Context: an optimization exercise on an open-source flow, tuned for small area, a short achievable clock period and few clock cycles per item. The choices shown serve that exercise and are no tape-out recipe. RTL that was checked went through simulation tests only; none was proved equivalent to the original. Power figures rest on the tool's default switching activity, not on a simulated workload.

==> module APB_Slave, before the edit <==
module APB_Slave#( parameter DWIDTH = 32, AWIDTH = 5)
(   input                                      PCLK,             
    input                                   PRESETn,             
    input                                     PSELx,             
    input                                   PENABLE,             
    input                        [AWIDTH-1:0] PADDR,             
    input                                    PWRITE,             
    input                       [DWIDTH-1:0] PWDATA,             
    output reg                  [DWIDTH-1:0] PRDATA,             
    output                                   PREADY,             
    output                                   PSLVERR             
);
    localparam DEPTH = 2**AWIDTH;
    reg           [DWIDTH-1:0] mem_arr[DEPTH-1:0];
    wire           [DEPTH-1:0] word_sel;                         
    reg           [DWIDTH-1:0] rd_word;
    integer                    k;
    genvar g;
    generate
        for (g = 0; g < DEPTH; g = g + 1) begin : dec
            assign word_sel[g] = (PADDR == g);
            always @(posedge PCLK)
                if (PSELx && PENABLE && PWRITE && word_sel[g])
                    mem_arr[g] <= PWDATA;
        end
    endgenerate
    always @(*) begin
        rd_word = {DWIDTH{1'b0}};
        for (k = 0; k < DEPTH; k = k + 1)
            rd_word = rd_word | (mem_arr[k] & {DWIDTH{word_sel[k]}});
    end
always @(posedge PCLK)
begin
    PRDATA <= rd_word;
end
    assign PREADY  = 1'b1;
    assign PSLVERR = 1'b0;
endmodule
clock: 5.5 ns
lec_check: 0
cap_margin: 20
core_margin: 2
core_utilization: 40
slew_margin: 20
run.sh (not shown) runs the stock make flow with config.mk's settings and CLKGATE_MAP_FILE= SYNTH_SCRIPT=/design/flow/synth_recipe.tcl, a recipe that flattens the netlist after the stock synthesis.
The starting point passed the timing, DRC and antenna checks.
Rerun with:
==> flow/design.v (replaced) <==
module APB_Slave#( parameter DWIDTH = 32, AWIDTH = 5)
(   input                                      PCLK,             
    input                                   PRESETn,             
    input                                     PSELx,             
    input                                   PENABLE,             
    input                        [AWIDTH-1:0] PADDR,             
    input                                    PWRITE,             
    input                       [DWIDTH-1:0] PWDATA,             
    output reg                  [DWIDTH-1:0] PRDATA,             
    output                                   PREADY,             
    output                                   PSLVERR             
);
    reg           [DWIDTH-1:0] mem_arr[2**AWIDTH-1:0];
always @(posedge PCLK)
begin
    if(PSELx && PENABLE && PWRITE)
        mem_arr[PADDR] <= PWDATA;
end
always @(posedge PCLK)
begin
    PRDATA <= mem_arr[PADDR];
end
    assign PREADY  = 1'b1;
    assign PSLVERR = 1'b0;
endmodule
Result: Global-route usage goes down by 2.5 points; setup slack improves by 0.45 ns; wire length went down by 8.4%; count of clock-buffer cells in the layout drops by 5; cell area goes up by 3.0%; clock power went down by about 1%; synthesized area went up by 3.8%.
No run of this note included a check of the RTL's function; only the layout flow was run.

Setup of 11-09:
APB_Slave, a different RTL version from the one above (not shown whole).
Size in the first run: ~1900 cells after synthesis, ~1100 flip-flops, about 76 I/O pins, roughly 37000 um2 of cells after synthesis.
==> module APB_Slave, before the edit <==
module APB_Slave#( parameter DWIDTH = 32, AWIDTH = 5)
(   input                                      PCLK,             
    input                                   PRESETn,             
    input                                     PSELx,             
    input                                   PENABLE,             
    input                        [AWIDTH-1:0] PADDR,             
    input                                    PWRITE,             
    input                       [DWIDTH-1:0] PWDATA,             
    output reg                  [DWIDTH-1:0] PRDATA,             
    output                                   PREADY,             
    output                                   PSLVERR             
);
    localparam DEPTH = 2**AWIDTH;
    reg           [DWIDTH-1:0] mem_arr[DEPTH-1:0];
    wire           [DEPTH-1:0] word_sel;                         
    wire          [DWIDTH-1:0] rd_word;
    genvar g, b;
    generate
        for (g = 0; g < DEPTH; g = g + 1) begin : dec
            assign word_sel[g] = (PADDR == g);
            always @(posedge PCLK)
                if (PSELx && PENABLE && PWRITE && word_sel[g])
                    mem_arr[g] <= PWDATA;
        end
        for (b = 0; b < DWIDTH; b = b + 1) begin : rd
            wire [DEPTH-1:0] column;
            for (g = 0; g < DEPTH; g = g + 1) begin : col
                assign column[g] = mem_arr[g][b];
            end
            APB_Slave_rdbit u_bit (.sel(word_sel), .d(column), .q(rd_word[b]));
        end
    endgenerate
always @(posedge PCLK)
begin
    PRDATA <= rd_word;
end
    assign PREADY  = 1'b1;
    assign PSLVERR = 1'b0;
endmodule
Settings: LEC_CHECK=0, CAP_MARGIN=20, CORE_MARGIN=2, CORE_UTILIZATION=65, CTS_CLUSTER_DIAMETER=100, CTS_CLUSTER_SIZE=24, SETUP_SLACK_MARGIN=3.3, SLEW_MARGIN=20, SYNTH_HIERARCHICAL=1; clock period 5.5 ns.
Testbench counts of 11-09, summed over its fixed seeds: cycles 8,184, transfers 4,096.
Edits applied to the flow inputs when going from 11-09 to 04-14:
diff --git a/flow/design.v b/flow/design.v
--- a/flow/design.v
+++ b/flow/design.v
@@ -35,6 +35,21 @@
     endgenerate
     APB_Slave_nand2 u32 (.a(n), .y(q));
 endmodule
+module APB_Slave_dec
+(   input        [3:0] lo_n,                                     
+    input        [3:0] lo_wr_n,                                  
+    input        [7:0] hi_n,                                     
+    output      [31:0] rsel,
+    output      [31:0] wsel
+);
+    genvar g;
+    generate
+        for (g = 0; g < 32; g = g + 1) begin : w
+            assign rsel[g] = ~(lo_n[g % 4]    | hi_n[g / 4]);
+            assign wsel[g] = ~(lo_wr_n[g % 4] | hi_n[g / 4]);
+        end
+    endgenerate
+endmodule
 module APB_Slave#( parameter DWIDTH = 32, AWIDTH = 5)
 (   input                                      PCLK,             
     input                                   PRESETn,             
@@ -48,23 +63,40 @@
     output                                   PSLVERR             
 );
     localparam DEPTH = 2**AWIDTH;
+    localparam LANES = 2;
+    localparam LW    = DWIDTH / LANES;
     reg           [DWIDTH-1:0] mem_arr[DEPTH-1:0];
-    wire           [DEPTH-1:0] word_sel;                         
     wire          [DWIDTH-1:0] rd_word;
-    genvar g, b;
+    wire                       wr = PSELx && PENABLE && PWRITE;
+    reg                  [3:0] lo_n, lo_wr_n;                    
+    reg                  [7:0] hi_n;                             
+    integer                    k;
+    always @(*) begin
+        for (k = 0; k < 4; k = k + 1) begin
+            lo_n[k]    = ~(PADDR[1:0] == k);
+            lo_wr_n[k] = ~(wr && PADDR[1:0] == k);
+        end
+        for (k = 0; k < 8; k = k + 1)
+            hi_n[k]    = ~(PADDR[4:2] == k);
+    end
+    genvar l, g, b;
     generate
-        for (g = 0; g < DEPTH; g = g + 1) begin : dec
-            assign word_sel[g] = (PADDR == g);
-            always @(posedge PCLK)
-                if (PSELx && PENABLE && PWRITE && word_sel[g])
-                    mem_arr[g] <= PWDATA;
-        end
-        for (b = 0; b < DWIDTH; b = b + 1) begin : rd
-            wire [DEPTH-1:0] column;
-            for (g = 0; g < DEPTH; g = g + 1) begin : col
-                assign column[g] = mem_arr[g][b];
+        for (l = 0; l < LANES; l = l + 1) begin : lane
+            wire [DEPTH-1:0] rsel;                               
+            wire [DEPTH-1:0] wsel;                               
+            APB_Slave_dec u_dec (.lo_n(lo_n), .lo_wr_n(lo_wr_n), .hi_n(hi_n), .rsel(rsel), .wsel(wsel));
+            for (g = 0; g < DEPTH; g = g + 1) begin : word
+                always @(posedge PCLK)
+                    if (wsel[g])
+                        mem_arr[g][l*LW +: LW] <= PWDATA[l*LW +: LW];
             end
-            APB_Slave_rdbit u_bit (.sel(word_sel), .d(column), .q(rd_word[b]));
+            for (b = l*LW; b < (l+1)*LW; b = b + 1) begin : rd
+                wire [DEPTH-1:0] column;
+                for (g = 0; g < DEPTH; g = g + 1) begin : col
+                    assign column[g] = mem_arr[g][b];
+                end
+                APB_Slave_rdbit u_bit (.sel(rsel), .d(column), .q(rd_word[b]));
+            end
         end
     endgenerate
 always @(posedge PCLK)
==> comparison <==
Ratio of final minimum period to clock period across 11-09 and 04-14: no real change. Compared with 11-09, in 04-14 number of clock-tree buffers in the layout fell 21%, net total in the final layout saw an increase. Setup slack after layout: 04-14 better than 11-09. When 04-14 is measured against 11-09, its worst hold slack turns out 0.0097 ns lower. Higher area after synthesis among 11-09 and 04-14: 04-14. Compared with 11-09, 04-14 shows a higher area fraction in and, or, nand and nor cells after synthesis. Highest metal layer with signal wires = met4: 04-14; highest metal layer with signal wires = met5: 11-09. Half-perimeter wire length of the detailed placement result of 04-14 falls short of that of 11-09 slightly. Compared with 11-09, in 04-14 total wire length lost 12000 um, portion of the layout cell area used by clock cells decreased by 0.24 points relative to the old numbers.
Function not checked in 04-14: the RTL went through the layout flow alone.

Another version of the RTL of APB_Slave (not shown whole).
Size in the first run: roughly 2200 cells after synthesis, ~1100 flip-flops, roughly 76 I/O pins, about 0.038 mm^2 of cells after synthesis.
==> module APB_Slave_predec, before the edit <==
module APB_Slave_predec
(   input        [4:0] addr,
    input              wr,                                       
    output reg   [3:0] lo_n,                                     
    output reg   [3:0] lo_wr_n,                                  
    output reg   [7:0] hi_n                                      
);
    integer k;
    always @(*) begin
        for (k = 0; k < 4; k = k + 1) begin
            lo_n[k]    = ~(addr[1:0] == k);
            lo_wr_n[k] = ~(wr && addr[1:0] == k);
        end
        for (k = 0; k < 8; k = k + 1)
            hi_n[k]    = ~(addr[4:2] == k);
    end
endmodule
==> module APB_Slave, before the edit <==
module APB_Slave#( parameter DWIDTH = 32, AWIDTH = 5)
(   input                                      PCLK,             
    input                                   PRESETn,             
    input                                     PSELx,             
    input                                   PENABLE,             
    input                        [AWIDTH-1:0] PADDR,             
    input                                    PWRITE,             
    input                       [DWIDTH-1:0] PWDATA,             
    output reg                  [DWIDTH-1:0] PRDATA,             
    output                                   PREADY,             
    output                                   PSLVERR             
);
    localparam DEPTH = 2**AWIDTH;
    localparam LANES = 4;
    localparam LW    = DWIDTH / LANES;
    reg           [DWIDTH-1:0] mem_arr[DEPTH-1:0];
    wire          [DWIDTH-1:0] rd_word;
    wire                       wr = PSELx && PENABLE && PWRITE;
    genvar l, g, b;
    generate
        for (l = 0; l < LANES; l = l + 1) begin : lane
            wire [DEPTH-1:0] rsel;                               
            wire [DEPTH-1:0] wsel;                               
            wire [3:0] lo_n, lo_wr_n;                            
            wire [7:0] hi_n;                                     
            APB_Slave_predec u_predec (.addr(PADDR), .wr(wr), .lo_n(lo_n), .lo_wr_n(lo_wr_n), .hi_n(hi_n));
            APB_Slave_dec u_dec (.lo_n(lo_n), .lo_wr_n(lo_wr_n), .hi_n(hi_n), .rsel(rsel), .wsel(wsel));
            for (g = 0; g < DEPTH; g = g + 1) begin : word
                always @(posedge PCLK)
                    if (wsel[g])
                        mem_arr[g][l*LW +: LW] <= PWDATA[l*LW +: LW];
            end
            for (b = l*LW; b < (l+1)*LW; b = b + 1) begin : rd
                wire [DEPTH-1:0] column;
                for (g = 0; g < DEPTH; g = g + 1) begin : col
                    assign column[g] = mem_arr[g][b];
                end
                APB_Slave_rdbit u_bit (.sel(rsel), .d(column), .q(rd_word[b]));
            end
        end
    endgenerate
always @(posedge PCLK)
begin
    PRDATA <= rd_word;
end
    assign PREADY  = 1'b1;
    assign PSLVERR = 1'b0;
endmodule
==> flow/config.mk <==
export PLATFORM = sky130hd
export DESIGN_NAME = APB_Slave
export DESIGN_NICKNAME = APB_Slave
export VERILOG_FILES = /design/flow/design.v
export SDC_FILE = /design/flow/constraint.sdc
export NUM_CORES = 4
export LEC_CHECK = 0
export CAP_MARGIN = 20
export CORE_MARGIN = 2
export CORE_UTILIZATION = 65
export CTS_CLUSTER_DIAMETER = 100
export CTS_CLUSTER_SIZE = 24
export SETUP_SLACK_MARGIN = 3.3
export SLEW_MARGIN = 20
export SYNTH_HIERARCHICAL = 1
==> flow/constraint.sdc <==
create_clock -name core_clock -period 5.5 [get_ports {PCLK}]
set_input_delay 1.1000 -clock core_clock [delete_from_list [all_inputs] [get_ports {PCLK}]]
set_output_delay 1.1000 -clock core_clock [all_outputs]
set_load 0.01 [all_outputs]
The first run produced a clean layout.
Rerun with:
--- a/flow/design.v
+++ b/flow/design.v
@@ -49,25 +49,8 @@
             assign wsel[g] = ~(lo_wr_n[g % 4] | hi_n[g / 4]);
         end
     endgenerate
 endmodule
-module APB_Slave_predec
-(   input        [4:0] addr,
-    input              wr,                                       
-    output reg   [3:0] lo_n,                                     
-    output reg   [3:0] lo_wr_n,                                  
-    output reg   [7:0] hi_n                                      
-);
-    integer k;
-    always @(*) begin
-        for (k = 0; k < 4; k = k + 1) begin
-            lo_n[k]    = ~(addr[1:0] == k);
-            lo_wr_n[k] = ~(wr && addr[1:0] == k);
-        end
-        for (k = 0; k < 8; k = k + 1)
-            hi_n[k]    = ~(addr[4:2] == k);
-    end
-endmodule
 module APB_Slave#( parameter DWIDTH = 32, AWIDTH = 5)
 (   input                                      PCLK,             
     input                                   PRESETn,             
     input                                     PSELx,             
@@ -84,16 +67,24 @@
     localparam LW    = DWIDTH / LANES;
     reg           [DWIDTH-1:0] mem_arr[DEPTH-1:0];
     wire          [DWIDTH-1:0] rd_word;
     wire                       wr = PSELx && PENABLE && PWRITE;
+    reg                  [3:0] lo_n, lo_wr_n;                    
+    reg                  [7:0] hi_n;                             
+    integer                    k;
+    always @(*) begin
+        for (k = 0; k < 4; k = k + 1) begin
+            lo_n[k]    = ~(PADDR[1:0] == k);
+            lo_wr_n[k] = ~(wr && PADDR[1:0] == k);
+        end
+        for (k = 0; k < 8; k = k + 1)
+            hi_n[k]    = ~(PADDR[4:2] == k);
+    end
     genvar l, g, b;
     generate
         for (l = 0; l < LANES; l = l + 1) begin : lane
             wire [DEPTH-1:0] rsel;                               
             wire [DEPTH-1:0] wsel;                               
-            wire [3:0] lo_n, lo_wr_n;                            
-            wire [7:0] hi_n;                                     
-            APB_Slave_predec u_predec (.addr(PADDR), .wr(wr), .lo_n(lo_n), .lo_wr_n(lo_wr_n), .hi_n(hi_n));
             APB_Slave_dec u_dec (.lo_n(lo_n), .lo_wr_n(lo_wr_n), .hi_n(hi_n), .rsel(rsel), .wsel(wsel));
             for (g = 0; g < DEPTH; g = g + 1) begin : word
                 always @(posedge PCLK)
                     if (wsel[g])
After rerunning: The changed run completed with no timing, DRC or antenna violations. Wire length grows by 5.3%. Power hardly moves. Synthesized area falls by about 0.9%. Via count hardly moves. Worst hold slack gets better by 0.029 ns. Die area goes down by about 0.9%. Sequential cell count is unchanged. Core utilization grows by 0.17 points. Non-clock buffer count went down by 42. Maximum frequency rose by 0.39%.
Testbench counts after the change, summed over its fixed seeds: cycles 8,184, transfers 4,096.
No functional check of the RTL was part of the first run of this note.

== alpha ==
Another version of the RTL of APB_Slave (not shown whole).
For scale: about 1100 flip-flops, about 76 I/O pins, about 39000 sq um of cells after synthesis.
==> module APB_Slave_mux4, before the edit <==
module APB_Slave_mux4
(   input       [1:0] s,
    input       [3:0] d,
    output            y
);
    assign y = d[s];
endmodule
==> module APB_Slave_rdbit, before the edit <==
module APB_Slave_rdbit
(   input        [1:0] lo,                                       
    input        [7:0] hi,                                       
    input       [31:0] d,
    output             q
);
    wire [7:0] m;                                                
    genvar k;
    generate
        for (k = 0; k < 8; k = k + 1) begin : g4
            APB_Slave_mux4 u (.s(lo), .d(d[4*k+3:4*k]), .y(m[k]));
        end
    endgenerate
    APB_Slave_or8 u8 (.sel(hi), .d(m), .y(q));
endmodule
==> module APB_Slave_dec, before the edit <==
module APB_Slave_dec
(   input        [3:0] lo_wr_n,                                  
    input        [7:0] hi_n,                                     
    output       [7:0] hi,                                       
    output      [31:0] wsel
);
    genvar g;
    generate
        for (g = 0; g < 32; g = g + 1) begin : w
            assign wsel[g] = ~(lo_wr_n[g % 4] | hi_n[g / 4]);
        end
    endgenerate
    assign hi = ~hi_n;
endmodule
==> module APB_Slave, before the edit <==
module APB_Slave#( parameter DWIDTH = 32, AWIDTH = 5)
(   input                                      PCLK,             
    input                                   PRESETn,             
    input                                     PSELx,             
    input                                   PENABLE,             
    input                        [AWIDTH-1:0] PADDR,             
    input                                    PWRITE,             
    input                       [DWIDTH-1:0] PWDATA,             
    output reg                  [DWIDTH-1:0] PRDATA,             
    output                                   PREADY,             
    output                                   PSLVERR             
);
    localparam DEPTH = 2**AWIDTH;
    localparam LANES = 4;
    localparam LW    = DWIDTH / LANES;
    reg           [DWIDTH-1:0] mem_arr[DEPTH-1:0];
    wire          [DWIDTH-1:0] rd_word;
    wire                       wr = PSELx && PENABLE && PWRITE;
    reg                  [3:0] lo_wr_n;                          
    reg                  [7:0] hi_n;                             
    integer                    k;
    always @(*) begin
        for (k = 0; k < 4; k = k + 1)
            lo_wr_n[k] = ~(wr && PADDR[1:0] == k);
        for (k = 0; k < 8; k = k + 1)
            hi_n[k]    = ~(PADDR[4:2] == k);
    end
    genvar l, g, b;
    generate
        for (l = 0; l < LANES; l = l + 1) begin : lane
            wire       [7:0] hi;                                 
            wire [DEPTH-1:0] wsel;                               
            APB_Slave_dec u_dec (.lo_wr_n(lo_wr_n), .hi_n(hi_n), .hi(hi), .wsel(wsel));
            for (g = 0; g < DEPTH; g = g + 1) begin : word
                always @(posedge PCLK)
                    if (wsel[g])
                        mem_arr[g][l*LW +: LW] <= PWDATA[l*LW +: LW];
            end
            for (b = l*LW; b < (l+1)*LW; b = b + 1) begin : rd
                wire [DEPTH-1:0] column;
                for (g = 0; g < DEPTH; g = g + 1) begin : col
                    assign column[g] = mem_arr[g][b];
                end
                APB_Slave_rdbit u_bit (.lo(PADDR[1:0]), .hi(hi), .d(column), .q(rd_word[b]));
            end
        end
    endgenerate
always @(posedge PCLK)
begin
    PRDATA <= rd_word;
end
    assign PREADY  = 1'b1;
    assign PSLVERR = 1'b0;
endmodule
make LEC_CHECK=0 CAP_MARGIN=20 CORE_MARGIN=2 CORE_UTILIZATION=65 CTS_CLUSTER_DIAMETER=100 CTS_CLUSTER_SIZE=24 SETUP_SLACK_MARGIN=3.3 SLEW_MARGIN=20 SYNTH_HIERARCHICAL=1 finish   # period 5.5 ns
The following lists how beta was set up differently from alpha:
==> flow/design.v <==
module APB_Slave_or8
(   input       [7:0] sel,
    input       [7:0] d,
    output            y
);
    assign y = |(sel & d);
endmodule
module APB_Slave_nor2
(   input       [1:0] a,
    output            y
);
    assign y = ~|a;
endmodule
module APB_Slave_nand2
(   input       [1:0] a,
    output            y
);
    assign y = ~&a;
endmodule
module APB_Slave_rdbit
(   input       [31:0] sel,
    input       [31:0] d,
    output             q
);
    wire  [3:0] p;                                               
    wire  [1:0] n;                                               
    genvar k;
    generate
        for (k = 0; k < 4; k = k + 1) begin : g8
            APB_Slave_or8 u (.sel(sel[8*k+7:8*k]), .d(d[8*k+7:8*k]), .y(p[k]));
        end
        for (k = 0; k < 2; k = k + 1) begin : g16
            APB_Slave_nor2 u (.a(p[2*k+1:2*k]), .y(n[k]));
        end
    endgenerate
    APB_Slave_nand2 u32 (.a(n), .y(q));
endmodule
module APB_Slave_dec
(   input        [3:0] lo_n,                                     
    input        [3:0] lo_wr_n,                                  
    input        [7:0] hi_n,                                     
    output      [31:0] rsel,
    output      [31:0] wsel
);
    genvar g;
    generate
        for (g = 0; g < 32; g = g + 1) begin : w
            assign rsel[g] = ~(lo_n[g % 4]    | hi_n[g / 4]);
            assign wsel[g] = ~(lo_wr_n[g % 4] | hi_n[g / 4]);
        end
    endgenerate
endmodule
module APB_Slave#( parameter DWIDTH = 32, AWIDTH = 5)
(   input                                      PCLK,             
    input                                   PRESETn,             
    input                                     PSELx,             
    input                                   PENABLE,             
    input                        [AWIDTH-1:0] PADDR,             
    input                                    PWRITE,             
    input                       [DWIDTH-1:0] PWDATA,             
    output reg                  [DWIDTH-1:0] PRDATA,             
    output                                   PREADY,             
    output                                   PSLVERR             
);
    localparam DEPTH = 2**AWIDTH;
    localparam LANES = 8;
    localparam LW    = DWIDTH / LANES;
    reg           [DWIDTH-1:0] mem_arr[DEPTH-1:0];
    wire          [DWIDTH-1:0] rd_word;
    wire                       wr = PSELx && PENABLE && PWRITE;
    reg                  [3:0] lo_n, lo_wr_n;                    
    reg                  [7:0] hi_n;                             
    integer                    k;
    always @(*) begin
        for (k = 0; k < 4; k = k + 1) begin
            lo_n[k]    = ~(PADDR[1:0] == k);
            lo_wr_n[k] = ~(wr && PADDR[1:0] == k);
        end
        for (k = 0; k < 8; k = k + 1)
            hi_n[k]    = ~(PADDR[4:2] == k);
    end
    genvar l, g, b;
    generate
        for (l = 0; l < LANES; l = l + 1) begin : lane
            wire [DEPTH-1:0] rsel;                               
            wire [DEPTH-1:0] wsel;                               
            APB_Slave_dec u_dec (.lo_n(lo_n), .lo_wr_n(lo_wr_n), .hi_n(hi_n), .rsel(rsel), .wsel(wsel));
            for (g = 0; g < DEPTH; g = g + 1) begin : word
                always @(posedge PCLK)
                    if (wsel[g])
                        mem_arr[g][l*LW +: LW] <= PWDATA[l*LW +: LW];
            end
            for (b = l*LW; b < (l+1)*LW; b = b + 1) begin : rd
                wire [DEPTH-1:0] column;
                for (g = 0; g < DEPTH; g = g + 1) begin : col
                    assign column[g] = mem_arr[g][b];
                end
                APB_Slave_rdbit u_bit (.sel(rsel), .d(column), .q(rd_word[b]));
            end
        end
    endgenerate
always @(posedge PCLK)
begin
    PRDATA <= rd_word;
end
    assign PREADY  = 1'b1;
    assign PSLVERR = 1'b0;
endmodule
Results
- All of beta and alpha finish clean.
- Taking alpha as the reference, in beta die area climbed 1.4%, sequential cell count barely changed, met2 usage climbed 2.9 points, synthesized cell count climbed about 47%, starting density of the core climbed 0.43 points.
- Final cell area excluding filler cells (beta vs. alpha) decreases slightly
- Going from alpha to beta, compound-cell area share of the yosys netlist went up by 7.2 points, total wire length after detailed routing +7.1%, average routed wire per standard cell fell by about 14%, smallest setup slack after layout shows a reduction of 0.031 ns, highest clock rate shrank by 1.4%.
- As of beta, maximum vdd drop had risen by more than 10% compared to alpha.
- Comparing beta and alpha, net switching power is lower on beta.
No functional check of the RTL was part of any run of this note.

-- separate check: timing with driven ports --
The flow's constraints put no driver on any port. The routed layouts listed below were extracted and timed again, unchanged, in two steps.
Step 1 sets driving cells, clkbuf_16 on the clock port and buf_2 on the other inputs (assumed; they add their load-dependent delay and slew).
Step 2 moves the port delays by t, midway between the first and last clock arrival at a register: inputs arrive t later, outputs are due t later. That takes back most of the time a late clock gives input paths.
Three values: ideal ports, drivers, drivers and shift; two values: the first two.
| run | t, ns | setup slack, ns | worst setup path at the end | worst register clock-pin slew, ns | pins driven straight from the clock port |
|---|---|---|---|---|---|
| the first run of note 1 | 0.732 | 1.251 / 1.294 / 0.562 | input to register | 0.07 / 0.07 | 1 |
| the second run of note 1 | 0.742 | 1.698 / 1.729 / 0.988 | input to register | 0.07 / 0.07 | 1 |
| 11-09 | 0.692 | 3.217 / 3.194 / 2.503 | input to register | 0.10 / 0.10 | 1 |
| 04-14 | 0.691 | 3.221 / 3.166 / 2.475 | input to register | 0.11 / 0.11 | 1 |
| the first run of note 3 | 0.672 | 3.288 / 3.259 / 2.598 | input to register | 0.10 / 0.10 | 1 |
| the second run of note 3 | 0.695 | 3.297 / 3.254 / 2.608 | input to register | 0.10 / 0.10 | 1 |
| alpha | 0.685 | 3.279 / 3.032 / 2.347 | input to register | 0.10 / 0.10 | 1 |
| beta | 0.688 | 3.249 / 3.234 / 2.583 | input to register | 0.10 / 0.10 | 1 |
After both steps setup and hold are still met in every run listed. For alpha, which loses most, drivers alone change the setup slack by -0.247 ns; drivers and shift together by -0.932 ns.
